What follows belongs to an exercise in optimizing a design on an open flow for small area and a short achievable clock period; a production flow would make more cautious choices.
Function was checked by simulation only, so behaviour that the tests miss may differ from the original.

<file path="design/flow/design.v">
`timescale 1ns / 1ps
module nf_fa (input logic a, input logic b, input logic c, output logic s, output logic co);
    assign s = a ^ b ^ c;
    assign co = (a & b) | (a & c) | (b & c);
endmodule
module nf_ha (input logic a, input logic b, output logic s, output logic co);
    assign s = a ^ b;
    assign co = a & b;
endmodule
module nf_csa8 (input logic [7:0] a, input logic [7:0] b, input logic [7:0] c, output logic [15:0] y);
    for (genvar i = 0; i < 8; i++) begin : g
        nf_fa u (.a(a[i]), .b(b[i]), .c(c[i]), .s(y[i]), .co(y[8 + i]));
    end
endmodule
module nf_add8 (input logic [7:0] a, input logic [7:0] b, input logic cin, output logic [8:0] y);
    logic [8:0] c;
    assign c[0] = cin;
    for (genvar i = 0; i < 8; i++) begin : g
        nf_fa u (.a(a[i]), .b(b[i]), .c(c[i]), .s(y[i]), .co(c[i + 1]));
    end
    assign y[8] = c[8];
endmodule
module notch_filter #(
    parameter int DATA_WIDTH = 16
)(
    input  logic                    clk,
    input  logic                    rst_n,
    input  logic                    valid_i,
    input  logic signed [DATA_WIDTH-1:0] data_i,
    output logic                    valid_o,
    output logic signed [DATA_WIDTH-1:0] data_o
);
    logic [15:0] x;
    logic [31:0] s1, s2;
    logic [8:1] p;
    logic n80;
    logic n81;
    logic n82;
    logic n83;
    logic n84;
    logic n85;
    logic n86;
    logic n87;
    logic n88;
    logic n89;
    logic n90;
    logic n91;
    logic n92;
    logic n93;
    logic n94;
    logic n95;
    logic n96;
    logic n97;
    logic n98;
    logic n99;
    logic n100;
    logic n101;
    logic n102;
    logic n103;
    logic n104;
    logic n105;
    logic n106;
    logic n107;
    logic n108;
    logic n109;
    logic n110;
    logic n111;
    logic n112;
    logic n113;
    logic n114;
    logic n115;
    logic n116;
    logic n117;
    logic n118;
    logic n119;
    logic n120;
    logic n121;
    logic n122;
    logic n123;
    logic n124;
    logic n125;
    logic n126;
    logic n127;
    logic n128;
    logic n129;
    logic n130;
    logic n131;
    logic n132;
    logic n133;
    logic n134;
    logic n135;
    logic n136;
    logic n137;
    logic n138;
    logic n139;
    logic n140;
    logic n141;
    logic n142;
    logic n143;
    logic n144;
    logic n145;
    logic n146;
    logic n147;
    logic n148;
    logic n149;
    logic n150;
    logic n151;
    logic n152;
    logic n153;
    logic n154;
    logic n155;
    logic n156;
    logic n157;
    logic n158;
    logic n159;
    logic n160;
    logic n161;
    logic n162;
    logic n163;
    logic n164;
    logic n165;
    logic n166;
    logic n167;
    logic n168;
    logic n169;
    logic n170;
    logic n171;
    logic n172;
    logic n173;
    logic n174;
    logic n175;
    logic n176;
    logic n177;
    logic n178;
    logic n179;
    logic n180;
    logic n181;
    logic n182;
    logic n183;
    logic n184;
    logic n185;
    logic n186;
    logic n187;
    logic n188;
    logic n189;
    logic n190;
    logic n191;
    logic n192;
    logic n193;
    logic n206;
    logic n207;
    logic n208;
    logic n209;
    logic n210;
    logic n211;
    logic n212;
    logic n213;
    logic n214;
    logic n215;
    logic n216;
    logic n217;
    logic n218;
    logic n219;
    logic n220;
    logic n221;
    logic n222;
    logic n223;
    logic n224;
    logic n225;
    logic n226;
    logic n227;
    logic n228;
    logic n229;
    logic n230;
    logic n231;
    logic n232;
    logic n233;
    logic n234;
    logic n235;
    logic n236;
    logic n237;
    logic n238;
    logic n239;
    logic n242;
    logic n243;
    logic n244;
    logic n245;
    logic n246;
    logic n247;
    logic n248;
    logic n249;
    logic n250;
    logic n251;
    logic n252;
    logic n253;
    logic n254;
    logic n255;
    logic n256;
    logic n257;
    logic n258;
    logic n259;
    logic n260;
    logic n261;
    logic n262;
    logic n263;
    logic n264;
    logic n265;
    logic n266;
    logic n267;
    logic n268;
    logic n269;
    logic n270;
    logic n271;
    logic n272;
    logic n273;
    logic n274;
    logic n275;
    logic n276;
    logic n277;
    logic n278;
    logic n279;
    logic n280;
    logic n281;
    logic n282;
    logic n283;
    logic n284;
    logic n285;
    logic n286;
    logic n287;
    logic n288;
    logic n289;
    logic n290;
    logic n291;
    logic n292;
    logic n293;
    logic n294;
    logic n295;
    logic n296;
    logic n297;
    logic n298;
    logic n299;
    logic n300;
    logic n301;
    logic n302;
    logic n303;
    logic n304;
    logic n305;
    logic n324;
    logic n325;
    logic n326;
    logic n327;
    logic n328;
    logic n329;
    logic n330;
    logic n331;
    logic n332;
    logic n333;
    logic n334;
    logic n335;
    logic n336;
    logic n337;
    logic n338;
    logic n339;
    logic n340;
    logic n341;
    logic n342;
    logic n343;
    logic n344;
    logic n345;
    logic n346;
    logic n347;
    logic n348;
    logic n349;
    logic n350;
    logic n351;
    logic n352;
    logic n353;
    logic n354;
    logic n355;
    logic n356;
    logic n357;
    logic n358;
    logic n359;
    logic n360;
    logic n361;
    logic n388;
    logic n389;
    logic n390;
    logic n391;
    logic n392;
    logic n393;
    logic n394;
    logic n395;
    logic n396;
    logic n397;
    logic n398;
    logic n399;
    logic n400;
    logic n401;
    logic n402;
    logic n403;
    logic n404;
    logic n405;
    logic n406;
    logic n407;
    logic n408;
    logic n409;
    logic n410;
    logic n411;
    logic n412;
    logic n413;
    logic n414;
    logic n415;
    logic n416;
    logic n417;
    logic n418;
    logic n419;
    logic n420;
    logic n421;
    logic n422;
    logic n423;
    logic n424;
    logic n425;
    logic n426;
    logic n427;
    logic n428;
    logic n429;
    logic n430;
    logic n431;
    logic n432;
    logic n433;
    logic n434;
    logic n435;
    logic n436;
    logic n437;
    logic n438;
    logic n439;
    logic n440;
    logic n441;
    logic n442;
    logic n443;
    logic n444;
    logic n445;
    logic n446;
    logic n447;
    logic n448;
    logic n449;
    logic n450;
    logic n451;
    logic n452;
    logic n453;
    logic n454;
    logic n455;
    logic n456;
    logic n457;
    logic n458;
    logic n459;
    logic n460;
    logic n461;
    logic n462;
    logic n463;
    logic n464;
    logic n465;
    logic n466;
    logic n467;
    logic n468;
    logic n469;
    logic n470;
    logic n471;
    logic n472;
    logic n473;
    logic n474;
    logic n475;
    logic n476;
    logic n477;
    logic n478;
    logic n479;
    logic n480;
    logic n481;
    logic n482;
    logic n483;
    logic n484;
    logic n485;
    logic n486;
    logic n487;
    logic n488;
    logic n489;
    logic n490;
    logic n491;
    logic n492;
    logic n493;
    logic n494;
    logic n495;
    logic n496;
    logic n497;
    logic n498;
    logic n499;
    logic n500;
    logic n501;
    logic n502;
    logic n503;
    logic n504;
    logic n505;
    logic n506;
    logic n507;
    logic n508;
    logic n509;
    logic n510;
    logic n511;
    logic n512;
    logic n513;
    logic n514;
    logic n515;
    logic n516;
    logic n517;
    logic n518;
    logic n519;
    logic n520;
    logic n521;
    logic n522;
    logic n523;
    logic n524;
    logic n525;
    logic n526;
    logic n527;
    logic n528;
    logic n529;
    logic n530;
    logic n531;
    logic n532;
    logic n533;
    logic n534;
    logic n535;
    logic n536;
    logic n537;
    logic n538;
    logic n539;
    logic n540;
    logic n541;
    logic n542;
    logic n543;
    logic n544;
    logic n545;
    logic n546;
    logic n547;
    logic n548;
    logic n549;
    logic n550;
    logic n551;
    logic n552;
    logic n553;
    logic n554;
    logic n555;
    logic n556;
    logic n557;
    logic n558;
    logic n559;
    logic n560;
    logic n561;
    logic n562;
    logic n563;
    logic n564;
    logic n565;
    logic n566;
    logic n567;
    logic n568;
    logic n569;
    logic n570;
    logic n571;
    logic n572;
    logic n573;
    logic xs1;
    logic xs2;
    logic xs3;
    logic n80_d1;
    logic n82_d1;
    logic n84_d1;
    logic n85_d1;
    logic n92_d1;
    logic n94_d1;
    logic n96_d1;
    logic n98_d1;
    logic n100_d1;
    logic n102_d1;
    logic n103_d1;
    logic n109_d1;
    logic n124_d1;
    logic n125_d1;
    logic n142_d1;
    logic n143_d1;
    logic n148_d1;
    logic n150_d1;
    logic n151_d1;
    logic n166_d1;
    logic n168_d1;
    logic n169_d1;
    logic n184_d1;
    logic n186_d1;
    logic n187_d1;
    logic n192_d1;
    logic n218_d1;
    logic n219_d1;
    logic n236_d1;
    logic n237_d1;
    logic n247_d1;
    logic n265_d1;
    logic n280_d1;
    logic n281_d1;
    logic n298_d1;
    logic n299_d1;
    logic n324_d1;
    logic n326_d1;
    logic n328_d1;
    logic n330_d1;
    logic n331_d1;
    logic n340_d1;
    logic n342_d1;
    logic n344_d1;
    logic n346_d1;
    logic n348_d1;
    logic n349_d1;
    logic n356_d1;
    logic n358_d1;
    logic n360_d1;
    logic n360_d2;
    logic n388_d1;
    logic n388_d2;
    logic n390_d1;
    logic n390_d2;
    logic n391_d1;
    logic n392_d1;
    logic n394_d1;
    logic n396_d1;
    logic n398_d1;
    logic n400_d1;
    logic n402_d1;
    logic n404_d1;
    logic n406_d1;
    logic n408_d1;
    logic n409_d1;
    logic n414_d1;
    logic n416_d1;
    logic n418_d1;
    logic n420_d1;
    logic n422_d1;
    logic n423_d1;
    logic n424_d1;
    logic n426_d1;
    logic n428_d1;
    logic n430_d1;
    logic n432_d1;
    logic n433_d1;
    logic n434_d1;
    logic n436_d1;
    logic n438_d1;
    logic n440_d1;
    logic n442_d1;
    logic n444_d1;
    logic n446_d1;
    logic n448_d1;
    logic n450_d1;
    logic n451_d1;
    logic n452_d1;
    logic n454_d1;
    logic n456_d1;
    logic n458_d1;
    logic n460_d1;
    logic n461_d1;
    logic n462_d1;
    logic n463_d1;
    logic n480_d1;
    logic n481_d1;
    logic n498_d1;
    logic n499_d1;
    logic n512_d1;
    logic n513_d1;
    logic n525_d1;
    logic n542_d1;
    logic n543_d1;
    logic n560_d1;
    logic n561_d1;
    logic xd15_1;
    nf_ha u80 (.a(data_i[2]), .b(data_i[0]), .s(n80), .co(n81));
    nf_fa u82 (.a(data_i[3]), .b(data_i[1]), .c(n81), .s(n82), .co(n83));
    nf_fa u84 (.a(data_i[4]), .b(data_i[2]), .c(n83), .s(n84), .co(n85));
    nf_fa u86 (.a(x[5]), .b(x[3]), .c(n85_d1), .s(n86), .co(n87));
    nf_fa u88 (.a(x[6]), .b(x[4]), .c(n87), .s(n88), .co(n89));
    nf_fa u90 (.a(x[7]), .b(x[5]), .c(n89), .s(n90), .co(n91));
    nf_fa u92 (.a(x[8]), .b(x[6]), .c(n91), .s(n92), .co(n93));
    nf_fa u94 (.a(x[9]), .b(x[7]), .c(n93), .s(n94), .co(n95));
    nf_fa u96 (.a(x[10]), .b(x[8]), .c(n95), .s(n96), .co(n97));
    nf_fa u98 (.a(x[11]), .b(x[9]), .c(n97), .s(n98), .co(n99));
    nf_fa u100 (.a(x[12]), .b(x[10]), .c(n99), .s(n100), .co(n101));
    nf_fa u102 (.a(x[13]), .b(x[11]), .c(n101), .s(n102), .co(n103));
    nf_fa u104 (.a(x[14]), .b(x[12]), .c(n103_d1), .s(n104), .co(n105));
    nf_fa u106 (.a(x[15]), .b(x[13]), .c(n105), .s(n106), .co(n107));
    nf_fa u108 (.a(x[15]), .b(x[14]), .c(n107), .s(n108), .co(n109));
    nf_ha u110 (.a(n86), .b(x[0]), .s(n110), .co(n111));
    nf_fa u112 (.a(n88), .b(x[1]), .c(n111), .s(n112), .co(n113));
    nf_fa u114 (.a(n90), .b(n80_d1), .c(n113), .s(n114), .co(n115));
    nf_fa u116 (.a(n92), .b(n82_d1), .c(n115), .s(n116), .co(n117));
    nf_fa u118 (.a(n94), .b(n84_d1), .c(n117), .s(n118), .co(n119));
    nf_fa u120 (.a(n96), .b(n86), .c(n119), .s(n120), .co(n121));
    nf_fa u122 (.a(n98), .b(n88), .c(n121), .s(n122), .co(n123));
    nf_fa u124 (.a(n100), .b(n90), .c(n123), .s(n124), .co(n125));
    nf_fa u126 (.a(n102_d1), .b(n92_d1), .c(n125_d1), .s(n126), .co(n127));
    nf_fa u128 (.a(n104), .b(n94_d1), .c(n127), .s(n128), .co(n129));
    nf_fa u130 (.a(n106), .b(n96_d1), .c(n129), .s(n130), .co(n131));
    nf_fa u132 (.a(n108), .b(n98_d1), .c(n131), .s(n132), .co(n133));
    nf_fa u134 (.a(n109), .b(n100_d1), .c(n133), .s(n134), .co(n135));
    nf_fa u136 (.a(x[15]), .b(n102_d1), .c(n135), .s(n136), .co(n137));
    nf_fa u138 (.a(x[15]), .b(n104), .c(n137), .s(n138), .co(n139));
    nf_fa u140 (.a(x[15]), .b(n106), .c(n139), .s(n140), .co(n141));
    nf_fa u142 (.a(x[15]), .b(n108), .c(n141), .s(n142), .co(n143));
    nf_fa u144 (.a(xs2), .b(n109_d1), .c(n143_d1), .s(n144), .co(n145));
    nf_ha u146 (.a(~data_i[2]), .b(data_i[0]), .s(n146), .co(n147));
    nf_fa u148 (.a(~data_i[3]), .b(data_i[1]), .c(n147), .s(n148), .co(n149));
    nf_fa u150 (.a(~data_i[4]), .b(n80), .c(n149), .s(n150), .co(n151));
    nf_fa u152 (.a(~x[5]), .b(n82_d1), .c(n151_d1), .s(n152), .co(n153));
    nf_fa u154 (.a(~x[6]), .b(n84_d1), .c(n153), .s(n154), .co(n155));
    nf_fa u156 (.a(~x[7]), .b(n110), .c(n155), .s(n156), .co(n157));
    nf_fa u158 (.a(~x[8]), .b(n112), .c(n157), .s(n158), .co(n159));
    nf_fa u160 (.a(~x[9]), .b(n114), .c(n159), .s(n160), .co(n161));
    nf_fa u162 (.a(~x[10]), .b(n116), .c(n161), .s(n162), .co(n163));
    nf_fa u164 (.a(~x[11]), .b(n118), .c(n163), .s(n164), .co(n165));
    nf_fa u166 (.a(~x[12]), .b(n120), .c(n165), .s(n166), .co(n167));
    nf_fa u168 (.a(~x[13]), .b(n122), .c(n167), .s(n168), .co(n169));
    nf_fa u170 (.a(~x[14]), .b(n124_d1), .c(n169_d1), .s(n170), .co(n171));
    nf_fa u172 (.a(~x[15]), .b(n126), .c(n171), .s(n172), .co(n173));
    nf_fa u174 (.a(~x[15]), .b(n128), .c(n173), .s(n174), .co(n175));
    nf_fa u176 (.a(~x[15]), .b(n130), .c(n175), .s(n176), .co(n177));
    nf_fa u178 (.a(~x[15]), .b(n132), .c(n177), .s(n178), .co(n179));
    nf_fa u180 (.a(~x[15]), .b(n134), .c(n179), .s(n180), .co(n181));
    nf_fa u182 (.a(~x[15]), .b(n136), .c(n181), .s(n182), .co(n183));
    nf_fa u184 (.a(~x[15]), .b(n138), .c(n183), .s(n184), .co(n185));
    nf_fa u186 (.a(~x[15]), .b(n140), .c(n185), .s(n186), .co(n187));
    nf_fa u188 (.a(~xs2), .b(n142_d1), .c(n187_d1), .s(n188), .co(n189));
    nf_fa u190 (.a(~xs2), .b(n144), .c(n189), .s(n190), .co(n191));
    nf_fa u192 (.a(~xs2), .b(n145), .c(n191), .s(n192), .co(n193));
    nf_ha u206 (.a(~n170), .b(x[0]), .s(n206), .co(n207));
    nf_fa u208 (.a(~n172), .b(x[1]), .c(n207), .s(n208), .co(n209));
    nf_fa u210 (.a(~n174), .b(x[2]), .c(n209), .s(n210), .co(n211));
    nf_fa u212 (.a(~n176), .b(x[3]), .c(n211), .s(n212), .co(n213));
    nf_fa u214 (.a(~n178), .b(x[4]), .c(n213), .s(n214), .co(n215));
    nf_fa u216 (.a(~n180), .b(x[5]), .c(n215), .s(n216), .co(n217));
    nf_fa u218 (.a(~n182), .b(x[6]), .c(n217), .s(n218), .co(n219));
    nf_fa u220 (.a(~n184_d1), .b(x[7]), .c(n219_d1), .s(n220), .co(n221));
    nf_fa u222 (.a(~n186_d1), .b(x[8]), .c(n221), .s(n222), .co(n223));
    nf_fa u224 (.a(~n188), .b(x[9]), .c(n223), .s(n224), .co(n225));
    nf_fa u226 (.a(~n190), .b(x[10]), .c(n225), .s(n226), .co(n227));
    nf_fa u228 (.a(~n192), .b(x[11]), .c(n227), .s(n228), .co(n229));
    nf_fa u230 (.a(~n192), .b(x[12]), .c(n229), .s(n230), .co(n231));
    nf_fa u232 (.a(~n192), .b(x[13]), .c(n231), .s(n232), .co(n233));
    nf_fa u234 (.a(~n192), .b(x[14]), .c(n233), .s(n234), .co(n235));
    nf_fa u236 (.a(~n192), .b(xs2), .c(n235), .s(n236), .co(n237));
    nf_fa u238 (.a(~n192_d1), .b(xs3), .c(n237_d1), .s(n238), .co(n239));
    nf_ha u242 (.a(s1[0]), .b(data_i[0]), .s(n242), .co(n243));
    nf_fa u244 (.a(s1[1]), .b(data_i[1]), .c(n243), .s(n244), .co(n245));
    nf_fa u246 (.a(s1[2]), .b(~n146), .c(n245), .s(n246), .co(n247));
    nf_fa u248 (.a(s1[3]), .b(~n148_d1), .c(n247_d1), .s(n248), .co(n249));
    nf_fa u250 (.a(s1[4]), .b(~n150_d1), .c(n249), .s(n250), .co(n251));
    nf_fa u252 (.a(s1[5]), .b(~n152), .c(n251), .s(n252), .co(n253));
    nf_fa u254 (.a(s1[6]), .b(~n154), .c(n253), .s(n254), .co(n255));
    nf_fa u256 (.a(s1[7]), .b(~n156), .c(n255), .s(n256), .co(n257));
    nf_fa u258 (.a(s1[8]), .b(~n158), .c(n257), .s(n258), .co(n259));
    nf_fa u260 (.a(s1[9]), .b(~n160), .c(n259), .s(n260), .co(n261));
    nf_fa u262 (.a(s1[10]), .b(~n162), .c(n261), .s(n262), .co(n263));
    nf_fa u264 (.a(s1[11]), .b(~n164), .c(n263), .s(n264), .co(n265));
    nf_fa u266 (.a(s1[12]), .b(~n166_d1), .c(n265_d1), .s(n266), .co(n267));
    nf_fa u268 (.a(s1[13]), .b(~n168_d1), .c(n267), .s(n268), .co(n269));
    nf_fa u270 (.a(s1[14]), .b(n206), .c(n269), .s(n270), .co(n271));
    nf_fa u272 (.a(s1[15]), .b(n208), .c(n271), .s(n272), .co(n273));
    nf_fa u274 (.a(s1[16]), .b(n210), .c(n273), .s(n274), .co(n275));
    nf_fa u276 (.a(s1[17]), .b(n212), .c(n275), .s(n276), .co(n277));
    nf_fa u278 (.a(s1[18]), .b(n214), .c(n277), .s(n278), .co(n279));
    nf_fa u280 (.a(s1[19]), .b(n216), .c(n279), .s(n280), .co(n281));
    nf_fa u282 (.a(s1[20]), .b(n218_d1), .c(n281_d1), .s(n282), .co(n283));
    nf_fa u284 (.a(s1[21]), .b(n220), .c(n283), .s(n284), .co(n285));
    nf_fa u286 (.a(s1[22]), .b(n222), .c(n285), .s(n286), .co(n287));
    nf_fa u288 (.a(s1[23]), .b(n224), .c(n287), .s(n288), .co(n289));
    nf_fa u290 (.a(s1[24]), .b(n226), .c(n289), .s(n290), .co(n291));
    nf_fa u292 (.a(s1[25]), .b(n228), .c(n291), .s(n292), .co(n293));
    nf_fa u294 (.a(s1[26]), .b(n230), .c(n293), .s(n294), .co(n295));
    nf_fa u296 (.a(s1[27]), .b(n232), .c(n295), .s(n296), .co(n297));
    nf_fa u298 (.a(s1[28]), .b(n234), .c(n297), .s(n298), .co(n299));
    nf_fa u300 (.a(s1[29]), .b(n236_d1), .c(n299_d1), .s(n300), .co(n301));
    nf_fa u302 (.a(s1[30]), .b(n238), .c(n301), .s(n302), .co(n303));
    nf_fa u304 (.a(s1[31]), .b(n238), .c(n303), .s(n304), .co(n305));
    nf_ha u324 (.a(~x[0]), .b(n270), .s(n324), .co(n325));
    nf_fa u326 (.a(~x[1]), .b(n272), .c(n325), .s(n326), .co(n327));
    nf_fa u328 (.a(~x[2]), .b(n274), .c(n327), .s(n328), .co(n329));
    nf_fa u330 (.a(~x[3]), .b(n276), .c(n329), .s(n330), .co(n331));
    nf_fa u332 (.a(x[4]), .b(s1[18]), .c(~n331_d1), .s(n332), .co(n333));
    nf_fa u334 (.a(x[5]), .b(~n280_d1), .c(n333), .s(n334), .co(n335));
    nf_fa u336 (.a(x[6]), .b(~n282), .c(n335), .s(n336), .co(n337));
    nf_fa u338 (.a(x[7]), .b(~n284), .c(n337), .s(n338), .co(n339));
    nf_fa u340 (.a(x[8]), .b(~n286), .c(n339), .s(n340), .co(n341));
    nf_fa u342 (.a(x[9]), .b(~n288), .c(n341), .s(n342), .co(n343));
    nf_fa u344 (.a(x[10]), .b(~n290), .c(n343), .s(n344), .co(n345));
    nf_fa u346 (.a(x[11]), .b(~n292), .c(n345), .s(n346), .co(n347));
    nf_fa u348 (.a(x[12]), .b(~n294), .c(n347), .s(n348), .co(n349));
    nf_fa u350 (.a(x[13]), .b(s1[27]), .c(n349_d1), .s(n350), .co(n351));
    nf_fa u352 (.a(x[14]), .b(~n298_d1), .c(n351), .s(n352), .co(n353));
    nf_fa u354 (.a(xs3), .b(~n300), .c(n353), .s(n354), .co(n355));
    nf_fa u356 (.a(xs3), .b(~n302), .c(n355), .s(n356), .co(n357));
    nf_fa u358 (.a(xs3), .b(~n304), .c(n357), .s(n358), .co(n359));
    nf_fa u360 (.a(xs3), .b(~n304), .c(n359), .s(n360), .co(n361));
    nf_ha u388 (.a(~n326), .b(~n324), .s(n388), .co(n389));
    nf_fa u390 (.a(n328), .b(n326), .c(~n389), .s(n390), .co(n391));
    nf_fa u392 (.a(n330_d1), .b(n328_d1), .c(n391_d1), .s(n392), .co(n393));
    nf_fa u394 (.a(~n332), .b(n330_d1), .c(n393), .s(n394), .co(n395));
    nf_fa u396 (.a(n334), .b(n332), .c(~n395), .s(n396), .co(n397));
    nf_fa u398 (.a(n336), .b(n334), .c(n397), .s(n398), .co(n399));
    nf_fa u400 (.a(n338), .b(n336), .c(n399), .s(n400), .co(n401));
    nf_fa u402 (.a(n340), .b(n338), .c(n401), .s(n402), .co(n403));
    nf_fa u404 (.a(n342), .b(n340), .c(n403), .s(n404), .co(n405));
    nf_fa u406 (.a(n344), .b(n342), .c(n405), .s(n406), .co(n407));
    nf_fa u408 (.a(n346), .b(n344), .c(n407), .s(n408), .co(n409));
    nf_fa u410 (.a(n348_d1), .b(n346_d1), .c(n409_d1), .s(n410), .co(n411));
    nf_fa u412 (.a(n350), .b(n348_d1), .c(n411), .s(n412), .co(n413));
    nf_fa u414 (.a(n352), .b(n350), .c(n413), .s(n414), .co(n415));
    nf_fa u416 (.a(n354), .b(n352), .c(n415), .s(n416), .co(n417));
    nf_fa u418 (.a(n356), .b(n354), .c(n417), .s(n418), .co(n419));
    nf_fa u420 (.a(n358), .b(n356), .c(n419), .s(n420), .co(n421));
    nf_fa u422 (.a(n360), .b(n358), .c(n421), .s(n422), .co(n423));
    nf_ha u424 (.a(n396), .b(~n324_d1), .s(n424), .co(n425));
    nf_fa u426 (.a(n398), .b(n388_d1), .c(n425), .s(n426), .co(n427));
    nf_fa u428 (.a(n400), .b(~n390_d1), .c(n427), .s(n428), .co(n429));
    nf_fa u430 (.a(n402), .b(~n392), .c(n429), .s(n430), .co(n431));
    nf_fa u432 (.a(n404), .b(~n394), .c(n431), .s(n432), .co(n433));
    nf_fa u434 (.a(n406_d1), .b(n396_d1), .c(n433_d1), .s(n434), .co(n435));
    nf_fa u436 (.a(n408_d1), .b(n398_d1), .c(n435), .s(n436), .co(n437));
    nf_fa u438 (.a(n410), .b(n400_d1), .c(n437), .s(n438), .co(n439));
    nf_fa u440 (.a(n412), .b(n402_d1), .c(n439), .s(n440), .co(n441));
    nf_fa u442 (.a(n414), .b(n404_d1), .c(n441), .s(n442), .co(n443));
    nf_fa u444 (.a(n416), .b(n406_d1), .c(n443), .s(n444), .co(n445));
    nf_fa u446 (.a(n418), .b(n408_d1), .c(n445), .s(n446), .co(n447));
    nf_fa u448 (.a(n420), .b(n410), .c(n447), .s(n448), .co(n449));
    nf_fa u450 (.a(n422), .b(n412), .c(n449), .s(n450), .co(n451));
    nf_fa u452 (.a(n423_d1), .b(n414_d1), .c(n451_d1), .s(n452), .co(n453));
    nf_fa u454 (.a(n423_d1), .b(n416_d1), .c(n453), .s(n454), .co(n455));
    nf_fa u456 (.a(n423_d1), .b(n418_d1), .c(n455), .s(n456), .co(n457));
    nf_fa u458 (.a(n423_d1), .b(n420_d1), .c(n457), .s(n458), .co(n459));
    nf_fa u460 (.a(n423_d1), .b(n422_d1), .c(n459), .s(n460), .co(n461));
    nf_ha u462 (.a(n430), .b(~n324_d1), .s(n462), .co(n463));
    nf_fa u464 (.a(n432_d1), .b(n388_d2), .c(n463_d1), .s(n464), .co(n465));
    nf_fa u466 (.a(n434), .b(~n390_d2), .c(n465), .s(n466), .co(n467));
    nf_fa u468 (.a(n436), .b(~n392_d1), .c(n467), .s(n468), .co(n469));
    nf_fa u470 (.a(n438), .b(~n394_d1), .c(n469), .s(n470), .co(n471));
    nf_fa u472 (.a(n440), .b(n424_d1), .c(n471), .s(n472), .co(n473));
    nf_fa u474 (.a(n442), .b(n426_d1), .c(n473), .s(n474), .co(n475));
    nf_fa u476 (.a(n444), .b(n428_d1), .c(n475), .s(n476), .co(n477));
    nf_fa u478 (.a(n446), .b(n430_d1), .c(n477), .s(n478), .co(n479));
    nf_fa u480 (.a(n448), .b(n432_d1), .c(n479), .s(n480), .co(n481));
    nf_fa u482 (.a(n450_d1), .b(n434_d1), .c(n481_d1), .s(n482), .co(n483));
    nf_fa u484 (.a(n452), .b(n436_d1), .c(n483), .s(n484), .co(n485));
    nf_fa u486 (.a(n454), .b(n438_d1), .c(n485), .s(n486), .co(n487));
    nf_fa u488 (.a(n456), .b(n440_d1), .c(n487), .s(n488), .co(n489));
    nf_fa u490 (.a(n458), .b(n442_d1), .c(n489), .s(n490), .co(n491));
    nf_fa u492 (.a(n460), .b(n444_d1), .c(n491), .s(n492), .co(n493));
    nf_fa u494 (.a(n461), .b(n446_d1), .c(n493), .s(n494), .co(n495));
    nf_fa u496 (.a(n461), .b(n448_d1), .c(n495), .s(n496), .co(n497));
    nf_fa u498 (.a(n461), .b(n450_d1), .c(n497), .s(n498), .co(n499));
    nf_fa u500 (.a(n461_d1), .b(n452_d1), .c(n499_d1), .s(n500), .co(n501));
    nf_fa u502 (.a(n461_d1), .b(n454_d1), .c(n501), .s(n502), .co(n503));
    nf_fa u504 (.a(n461_d1), .b(n456_d1), .c(n503), .s(n504), .co(n505));
    nf_fa u506 (.a(n461_d1), .b(n458_d1), .c(n505), .s(n506), .co(n507));
    nf_fa u508 (.a(n461_d1), .b(n460_d1), .c(n507), .s(n508), .co(n509));
    nf_ha u510 (.a(~n324), .b(s2[0]), .s(n510), .co(n511));
    nf_fa u512 (.a(n388), .b(s2[1]), .c(n511), .s(n512), .co(n513));
    nf_fa u514 (.a(~n390_d1), .b(s2[2]), .c(n513_d1), .s(n514), .co(n515));
    nf_fa u516 (.a(~n392), .b(s2[3]), .c(n515), .s(n516), .co(n517));
    nf_fa u518 (.a(~n394), .b(s2[4]), .c(n517), .s(n518), .co(n519));
    nf_fa u520 (.a(n424), .b(s2[5]), .c(n519), .s(n520), .co(n521));
    nf_fa u522 (.a(n426), .b(s2[6]), .c(n521), .s(n522), .co(n523));
    nf_fa u524 (.a(n428), .b(s2[7]), .c(n523), .s(n524), .co(n525));
    nf_fa u526 (.a(n462_d1), .b(s2[8]), .c(n525_d1), .s(n526), .co(n527));
    nf_fa u528 (.a(n464), .b(s2[9]), .c(n527), .s(n528), .co(n529));
    nf_fa u530 (.a(n466), .b(s2[10]), .c(n529), .s(n530), .co(n531));
    nf_fa u532 (.a(n468), .b(s2[11]), .c(n531), .s(n532), .co(n533));
    nf_fa u534 (.a(n470), .b(s2[12]), .c(n533), .s(n534), .co(n535));
    nf_fa u536 (.a(n472), .b(s2[13]), .c(n535), .s(n536), .co(n537));
    nf_fa u538 (.a(n474), .b(s2[14]), .c(n537), .s(n538), .co(n539));
    nf_fa u540 (.a(n476), .b(s2[15]), .c(n539), .s(n540), .co(n541));
    nf_fa u542 (.a(n478), .b(s2[16]), .c(n541), .s(n542), .co(n543));
    nf_fa u544 (.a(n480_d1), .b(s2[17]), .c(n543_d1), .s(n544), .co(n545));
    nf_fa u546 (.a(n482), .b(s2[18]), .c(n545), .s(n546), .co(n547));
    nf_fa u548 (.a(n484), .b(s2[19]), .c(n547), .s(n548), .co(n549));
    nf_fa u550 (.a(n486), .b(s2[20]), .c(n549), .s(n550), .co(n551));
    nf_fa u552 (.a(n488), .b(s2[21]), .c(n551), .s(n552), .co(n553));
    nf_fa u554 (.a(n490), .b(s2[22]), .c(n553), .s(n554), .co(n555));
    nf_fa u556 (.a(n492), .b(s2[23]), .c(n555), .s(n556), .co(n557));
    nf_fa u558 (.a(n494), .b(s2[24]), .c(n557), .s(n558), .co(n559));
    nf_fa u560 (.a(n496), .b(s2[25]), .c(n559), .s(n560), .co(n561));
    nf_fa u562 (.a(n498_d1), .b(s2[26]), .c(n561_d1), .s(n562), .co(n563));
    nf_fa u564 (.a(n500), .b(s2[27]), .c(n563), .s(n564), .co(n565));
    nf_fa u566 (.a(n502), .b(s2[28]), .c(n565), .s(n566), .co(n567));
    nf_fa u568 (.a(n504), .b(s2[29]), .c(n567), .s(n568), .co(n569));
    nf_fa u570 (.a(n506), .b(s2[30]), .c(n569), .s(n570), .co(n571));
    nf_fa u572 (.a(n508), .b(s2[31]), .c(n571), .s(n572), .co(n573));
    always_ff @(posedge clk) begin
        xs1 <= x[15];
        xs2 <= xs1;
        xs3 <= xs2;
        n80_d1 <= n80;
        n82_d1 <= n82;
        n84_d1 <= n84;
        n85_d1 <= n85;
        n92_d1 <= n92;
        n94_d1 <= n94;
        n96_d1 <= n96;
        n98_d1 <= n98;
        n100_d1 <= n100;
        n102_d1 <= n102;
        n103_d1 <= n103;
        n109_d1 <= n109;
        n124_d1 <= n124;
        n125_d1 <= n125;
        n142_d1 <= n142;
        n143_d1 <= n143;
        n148_d1 <= n148;
        n150_d1 <= n150;
        n151_d1 <= n151;
        n166_d1 <= n166;
        n168_d1 <= n168;
        n169_d1 <= n169;
        n184_d1 <= n184;
        n186_d1 <= n186;
        n187_d1 <= n187;
        n192_d1 <= n192;
        n218_d1 <= n218;
        n219_d1 <= n219;
        n236_d1 <= n236;
        n237_d1 <= n237;
        n247_d1 <= n247;
        n265_d1 <= n265;
        n280_d1 <= n280;
        n281_d1 <= n281;
        n298_d1 <= n298;
        n299_d1 <= n299;
        n324_d1 <= n324;
        n326_d1 <= n326;
        n328_d1 <= n328;
        n330_d1 <= n330;
        n331_d1 <= n331;
        n340_d1 <= n340;
        n342_d1 <= n342;
        n344_d1 <= n344;
        n346_d1 <= n346;
        n348_d1 <= n348;
        n349_d1 <= n349;
        n356_d1 <= n356;
        n358_d1 <= n358;
        n360_d1 <= n360;
        n360_d2 <= n360_d1;
        n388_d1 <= n388;
        n388_d2 <= n388_d1;
        n390_d1 <= n390;
        n390_d2 <= n390_d1;
        n391_d1 <= n391;
        n392_d1 <= n392;
        n394_d1 <= n394;
        n396_d1 <= n396;
        n398_d1 <= n398;
        n400_d1 <= n400;
        n402_d1 <= n402;
        n404_d1 <= n404;
        n406_d1 <= n406;
        n408_d1 <= n408;
        n409_d1 <= n409;
        n414_d1 <= n414;
        n416_d1 <= n416;
        n418_d1 <= n418;
        n420_d1 <= n420;
        n422_d1 <= n422;
        n423_d1 <= n423;
        n424_d1 <= n424;
        n426_d1 <= n426;
        n428_d1 <= n428;
        n430_d1 <= n430;
        n432_d1 <= n432;
        n433_d1 <= n433;
        n434_d1 <= n434;
        n436_d1 <= n436;
        n438_d1 <= n438;
        n440_d1 <= n440;
        n442_d1 <= n442;
        n444_d1 <= n444;
        n446_d1 <= n446;
        n448_d1 <= n448;
        n450_d1 <= n450;
        n451_d1 <= n451;
        n452_d1 <= n452;
        n454_d1 <= n454;
        n456_d1 <= n456;
        n458_d1 <= n458;
        n460_d1 <= n460;
        n461_d1 <= n461;
        n462_d1 <= n462;
        n463_d1 <= n463;
        n480_d1 <= n480;
        n481_d1 <= n481;
        n498_d1 <= n498;
        n499_d1 <= n499;
        n512_d1 <= n512;
        n513_d1 <= n513;
        n525_d1 <= n525;
        n542_d1 <= n542;
        n543_d1 <= n543;
        n560_d1 <= n560;
        n561_d1 <= n561;
        xd15_1 <= x[15];
        if (valid_i) x <= data_i;
    end
    always_ff @(posedge clk or negedge rst_n) begin
        if (!rst_n) begin
            p  <= '0;
            s1 <= '0;
            s2 <= '0;
        end else begin
            p <= {p[7:1], valid_i};
            if (p[2]) s1[0] <= n510;
            if (p[3]) s1[1] <= n512_d1;
            if (p[3]) s1[2] <= n514;
            if (p[3]) s1[3] <= n516;
            if (p[3]) s1[4] <= n518;
            if (p[3]) s1[5] <= n520;
            if (p[3]) s1[6] <= n522;
            if (p[3]) s1[7] <= n524;
            if (p[4]) s1[8] <= n526;
            if (p[4]) s1[9] <= n528;
            if (p[4]) s1[10] <= n530;
            if (p[4]) s1[11] <= n532;
            if (p[4]) s1[12] <= n534;
            if (p[4]) s1[13] <= n536;
            if (p[2]) s1[14] <= ~n270;
            if (p[4]) s1[14] <= n538;
            if (p[2]) s1[15] <= ~n272;
            if (p[4]) s1[15] <= n540;
            if (p[2]) s1[16] <= ~n274;
            if (p[5]) s1[16] <= n542_d1;
            if (p[2]) s1[17] <= ~n276;
            if (p[5]) s1[17] <= n544;
            if (p[2]) s1[18] <= ~n278;
            if (p[5]) s1[18] <= n546;
            if (p[3]) s1[19] <= ~n280_d1;
            if (p[5]) s1[19] <= n548;
            if (p[3]) s1[20] <= ~n282;
            if (p[5]) s1[20] <= n550;
            if (p[3]) s1[21] <= ~n284;
            if (p[5]) s1[21] <= n552;
            if (p[3]) s1[22] <= ~n286;
            if (p[5]) s1[22] <= n554;
            if (p[3]) s1[23] <= ~n288;
            if (p[5]) s1[23] <= n556;
            if (p[3]) s1[24] <= ~n290;
            if (p[5]) s1[24] <= n558;
            if (p[3]) s1[25] <= ~n292;
            if (p[6]) s1[25] <= n560_d1;
            if (p[3]) s1[26] <= ~n294;
            if (p[6]) s1[26] <= n562;
            if (p[3]) s1[27] <= ~n296;
            if (p[6]) s1[27] <= n564;
            if (p[4]) s1[28] <= ~n298_d1;
            if (p[6]) s1[28] <= n566;
            if (p[4]) s1[29] <= ~n300;
            if (p[6]) s1[29] <= n568;
            if (p[4]) s1[30] <= ~n302;
            if (p[6]) s1[30] <= n570;
            if (p[4]) s1[31] <= ~n304;
            if (p[6]) s1[31] <= n572;
            if (p[5]) s2[7:0] <= ds_s2;
            if (p[6]) s2[15:8] <= ds_s2;
            if (p[7]) s2[23:16] <= ds_s2;
            if (p[8]) s2[31:24] <= ds_s2;
        end
    end
    logic [15:0] ds_xq1;
    logic [15:0] ds_xq2;
    logic [15:0] ds_xq3;
    logic [7:0] ds_x, ds_q, ds_d, ds_e, ds_e5, ds_e165, ds_t2, ds_s2;
    logic [7:0] ds_rd, ds_rd1, ds_rd2, ds_rd3, ds_re, ds_re165, ds_dr, ds_qr;
    logic [1:0] ds_eh, ds_e165h;
    logic [6:0] ds_e5h;
    logic [7:0] ds_re5, ds_v, ds_w;
    logic [15:0] ds_cs;
    logic ds_ca1, ds_ca2, ds_cb1, ds_cb2, ds_cc1, ds_cc2;
    logic [8:0] ds_sa1, ds_sa2, ds_sb1, ds_sb2, ds_sc1, ds_sc2;
    nf_add8 u_ds_sa2 (.a(ds_dr), .b(ds_qr), .cin(ds_ca2), .y(ds_sa2));
    assign ds_e = ds_sa2[7:0];
    nf_add8 u_ds_sb1 (.a(ds_e), .b({ds_e[5:0], ds_eh}), .cin(ds_cb1), .y(ds_sb1));
    assign ds_e5 = ds_sb1[7:0];
    nf_add8 u_ds_sc1 (.a(ds_e), .b({ds_rd1[1:0], ds_rd2[7:2]}), .cin(ds_cc1), .y(ds_sc1));
    assign ds_t2 = ds_sc1[7:0];
    assign ds_v = ~{ds_re5[5:0], ds_e5h[6:5]};
    assign ds_w = ~{ds_re5[0], ds_e5h};
    nf_csa8 u_ds_cs (.a(ds_re), .b(ds_v), .c(ds_w), .y(ds_cs));
    nf_add8 u_ds_sc2 (.a(ds_cs[7:0]), .b({ds_cs[14:8], ds_cb2}), .cin(ds_cc2), .y(ds_sc2));
    assign ds_s2 = ds_sc2[7:0];
    always_ff @(posedge clk) begin
        ds_dr <= p[3] ? {n338, n336, n334, n332, ~n330_d1, ~n328_d1, ~n326_d1, ~n324_d1} : p[4] ? {n354, n352, n350, n348_d1, n346_d1, n344_d1, n342_d1, n340_d1} : p[5] ? {n360_d1, n360_d1, n360_d1, n360_d1, n360_d1, n360_d1, n358_d1, n356_d1} : {n360_d2, n360_d2, n360_d2, n360_d2, n360_d2, n360_d2, n360_d2, n360_d2};
        ds_qr <= p[3] ? {~n284, ~n282, ~n280_d1, s1[18], s1[17], s1[16], s1[15], s1[14]} : p[4] ? {~n300, ~n298_d1, s1[27], s1[26], s1[25], s1[24], s1[23], s1[22]} : p[5] ? {s1[31], s1[31], s1[31], s1[31], s1[31], s1[31], s1[31], s1[30]} : {s1[31], s1[31], s1[31], s1[31], s1[31], s1[31], s1[31], s1[31]};
        ds_ca2 <= p[3] | ds_sa2[8];
        ds_cb1 <= ~p[3] & ds_sb1[8];
        ds_cc1 <= ~p[3] & ds_sc1[8];
        ds_eh <= p[3] ? 2'b0 : ds_e[7:6];
        ds_rd1 <= p[3] ? 8'b0 : ds_dr;
        ds_rd2 <= (p[3] | p[4]) ? 8'b0 : ds_rd1;
        ds_re <= ds_t2;
        ds_re5 <= ds_e5;
        ds_cb2 <= p[4] | ds_cs[15];
        ds_cc2 <= p[4] | ds_sc2[8];
        ds_e5h <= p[4] ? 7'b0 : ds_re5[7:1];
    end
    assign valid_o = p[4];
    assign data_o[0] = ~s1[14];
    assign data_o[1] = ~s1[15];
    assign data_o[2] = ~s1[16];
    assign data_o[3] = ~s1[17];
    assign data_o[4] = ~s1[18];
    assign data_o[5] = ~s1[19];
    assign data_o[6] = ~s1[20];
    assign data_o[7] = ~s1[21];
    assign data_o[8] = ~s1[22];
    assign data_o[9] = ~s1[23];
    assign data_o[10] = ~s1[24];
    assign data_o[11] = ~s1[25];
    assign data_o[12] = ~s1[26];
    assign data_o[13] = ~s1[27];
    assign data_o[14] = n298_d1;
    assign data_o[15] = n300;
endmodule
</file>
<file path="design/flow/run.sh">
#!/bin/bash
# synth_recipe.tcl (not shown) runs the flow's synth.tcl, then flattens the netlist and writes it again
# the make line also repeats each setting of config.mk as NAME=value (left out here)
make -C /OpenROAD-flow-scripts/flow DESIGN_CONFIG=/design/flow/config.mk WORK_HOME=/design/flow/orfs CLKGATE_MAP_FILE= SYNTH_SCRIPT=/design/flow/synth_recipe.tcl finish
</file>
<file path="design/flow/config.mk">
export PLATFORM = sky130hd
export DESIGN_NAME = notch_filter
export DESIGN_NICKNAME = notch_filter
export VERILOG_FILES = /design/flow/design.v
export SDC_FILE = /design/flow/constraint.sdc
export NUM_CORES = 4
export LEC_CHECK = 0
export CAP_MARGIN = 20
export CORE_MARGIN = 2
export CORE_UTILIZATION = 40
export CTS_CLUSTER_DIAMETER = 100
export CTS_CLUSTER_SIZE = 30
export SLEW_MARGIN = 20
export SYNTH_HIERARCHICAL = 1
</file>
<file path="design/flow/constraint.sdc">
create_clock -name core_clock -period 12.0 [get_ports {clk}]
set_input_delay 2.4000 -clock core_clock [delete_from_list [all_inputs] [get_ports {clk}]]
set_output_delay 2.4000 -clock core_clock [all_outputs]
set_load 0.01 [all_outputs]
</file>
==> flow_metrics.tcl <==
set metrics [dict create \
    synth-warning-count 7 \
    syn_nets 1098 \
    syn_area_per_cell_um2 15.3 \
    grt_pass1_vias 6698 \
    core_area_um2 30700 \
    ios 36 \
    fp-row-count 64 \
    die_w_um 181 \
    drc_errors 0 \
    numCtsBuffers 12 \
    path_cells "fa_1 > fa_1 > fa_1 > fa_1 > fa_1 > fa_1 > fa_1 > fa_1" \
    cap_violations 0 \
    endpoint_kind "register" \
    gp_congestion 0.852 \
    grt_pass1_wl_um 40200 \
    finalSetupViolations 0 \
    antenna_left 0 \
    fin_crit_sh_pct 39.4 \
    synthCells 821 \
    synth_seq_area_share_pct 45.3 \
    portBuffers 35 \
    synth-edff-count 16 \
    worstSetupStartpoint "x[13]" \
    area_delta_synth_final_pct 8.70 \
    ys_async_sr_fraction_pct 27.9 \
    viasPerCell 4.56 \
    cts_max_path_buffers 3 \
    crit_family "adder cells" \
    grtUsageTotal_pct 16.5 \
    cts.sinks 258 \
    worstMarginPinSlew_ns 1.01 \
    most-common-layout-cells "fa_1 (248), dfxtp_1 (170), inv_1 (96), dfrtp_1 (71), mux2_2 (46)" \
    synth.distinct_cells 27 \
    cp.arrival_ns 5.09 \
    htree_levels 1 \
    finalHoldViolations 0 \
    cp_num_cells 8 \
    ys.flop_type "dfxtp_1" \
    critPathLaunchType "register" \
    hold_path.class "register to register" \
    slew_headroom_pct 33.0 \
    cp_slowest_stage_delay_ns 0.56 \
    slew_violations 0 \
    mostFrequentLayoutCell "fa_1" \
    status "finished clean" \
    wl_per_cell_um 20.1 \
    initial_core_util_pct 40.8 \
    critPathSlowestCell "fa_1" \
    endpoint "n542_d1" \
    rsz0062_at_grt "false" \
    max_freq_mhz 211 \
    clk_latency_ns 0.50 \
    clkTransAtPathRegs_ns 0.11 \
    drt_iter0_drc 318 \
    clock_skew_ns 0.0259 \
    vias 5704 \
    fin_tns_setup_ns 0 \
    cts_tree "yes" \
    ff2ff_path_depth 8 \
    drt-total-wl_um 25100 \
    cts_resized 0 \
    post_route_cells_drive_above_1_share_pct 8.20 \
    overflow 0 \
    cts-root-buf "clkbuf_16" \
    grt_max_degree 73 \
    insertedDiodeCount 0 \
    r2r_end "n542_d1" \
    fill_cells 2805 \
    period_needed_ns 4.73 \
    netlist_area_um2 12500 \
    dp_hpwl_um 20300 \
    antenna_found_initial 0 \
    drtPass1Iterations 4 \
    r2r_slack_ns 7.27 \
    worstPathRequired_ns 12.37 \
    holdWs_ns 0.343 \
    path_buf_inv 0 \
    crit_type "register to register" \
    hold_buffers 0 \
    chipHeight_um 181 \
    cpMostUsedCell "fa_1" \
    cp_max_fo 5 \
    ys_seq_elements 258 \
    post_cts_buffers 0 \
    dieArea_um2 32800 \
    r2r_start "x[13]" \
    fin_nets 1125 \
]
## per-layer routing
metal | GRT usage (%) | share of wire, % | wire (um) | vias to the layer above
li1 | - | - | - | 2561
met1 | 23.4 | 46 | 11500 | 3028
met2 | 27.5 | 49 | 12300 | 87
met3 | 2.02 | 3.1 | 769 | 28
met4 | 3.84 | 2.4 | 592 | 0
met5 | 0 | 0 | 0 | -
## Yosys stat by module (local to each module, per instance), excerpt
module | flops+latches | copies in the design | cell area (um^2)
nf_fa | 0 | 248 | 20.0
nf_ha | 0 | 10 | 12.5
notch_filter | 258 | 1 | 7420
nf_add8 | 0 | 4 | 7.51
## cell usage after synthesis, drive strengths merged, types with 10 or more instances
| cell | instances | area (um^2) |
|---|---|---|
| nor2b | 16 | 100 |
| mux2 | 46 | 518 |
| fa | 248 | 4960 |
| ha | 10 | 125 |
| dfrtp | 72 | 1800 |
| inv | 96 | 360 |
| edfxtp | 16 | 480 |
| dfxtp | 170 | 3400 |
| nand2 | 34 | 128 |
| o21ai | 30 | 150 |
| nor2 | 15 | 56.3 |
| buf | 17 | 105 |
## worst register-to-register path, delay by kind of cell, from the launching register on
family                   cells  cell delay (ns)
flip-flops                   1             0.55
adder cells (fa/ha/maj)      8             4.06
## area by class of cell
cell class,instances,area (um^2),share of cell area (%)
clock buffer,18,344,2.52
clock inverter,2,15.0,0.110
inverter,97,364,2.67
multi-input combinational,441,6350,46.6
sequential,258,5690,41.7
tap,396,495,3.64
timing repair buffer,38,370,2.72
## cell families after synthesis
logic type | after synthesis | share of synthesized area [%]
adders and majority gates | 258 | 40.6
DFF | 258 | 45.3
AOI/OAI and AO/OA | 56 | 2.73
muxes | 51 | 4.53
and+or+nand+nor | 76 | 2.80
buffers and inverters | 122 | 3.98
## how the worst min path moves through the flow
stage               start  end  slack [ns]  cells after the start
detailed placement    xs1  xs2        0.32                      0
global placement      xs1  xs2        0.31                      0
floorplan             xs1  xs2        0.31                      0
CTS                   xs1  xs2        0.34                      0
global route          xs1  xs2        0.36                      0
finish                xs1  xs2        0.34                      0
## state kept, by name (all words and copies together) (netlist names), 2 cells and up
register,flops
ds_re,8
p,8
ds_e5h,7
ds_rd1,8
ds_rd2,6
ds_re5,8
ds_qr,8
x,16
ds_eh,2
s1,32
s2,32
ds_dr,8
## per-stage QoR
step | cell area (um^2) | util (%) | setup slack, ns | cells
after floorplan | 12500 | - | 7.53 | 821
after global placement | 13300 | 43.2 | 7.30 | 1230
after detailed placement | 13300 | 43.2 | 7.28 | 1230
after CTS | 13600 | 44.3 | 7.21 | 1250
after global routing | 13600 | 44.3 | 7.11 | 1250
final | 13600 | 44.3 | 7.27 | 1250

separate check: timing with driven ports:
The results above use ideal ports. As a check the final layout listed here was re-extracted and re-timed, cells and wires unchanged.
Step 1 sets driving cells, clkbuf_16 on the clock port and buf_2 on the other inputs (assumed; they add their load-dependent delay and slew).
Step 2 also shifts input and output timing later by t, the mid clock arrival at the registers, as if the neighbouring blocks saw the same clock.
a / b / c = ideal ports / drivers / drivers and shift; a / b = the first two.
shift t [ns]: 0.532
slack for setup (ns): 7.271 / 7.271 / 7.271
clock arrival spread, ns: 0.028 / 0.028
After both steps this run still meets setup and hold. For this run, drivers alone change the setup slack by 0.000 ns; drivers and shift together by 0.000 ns.
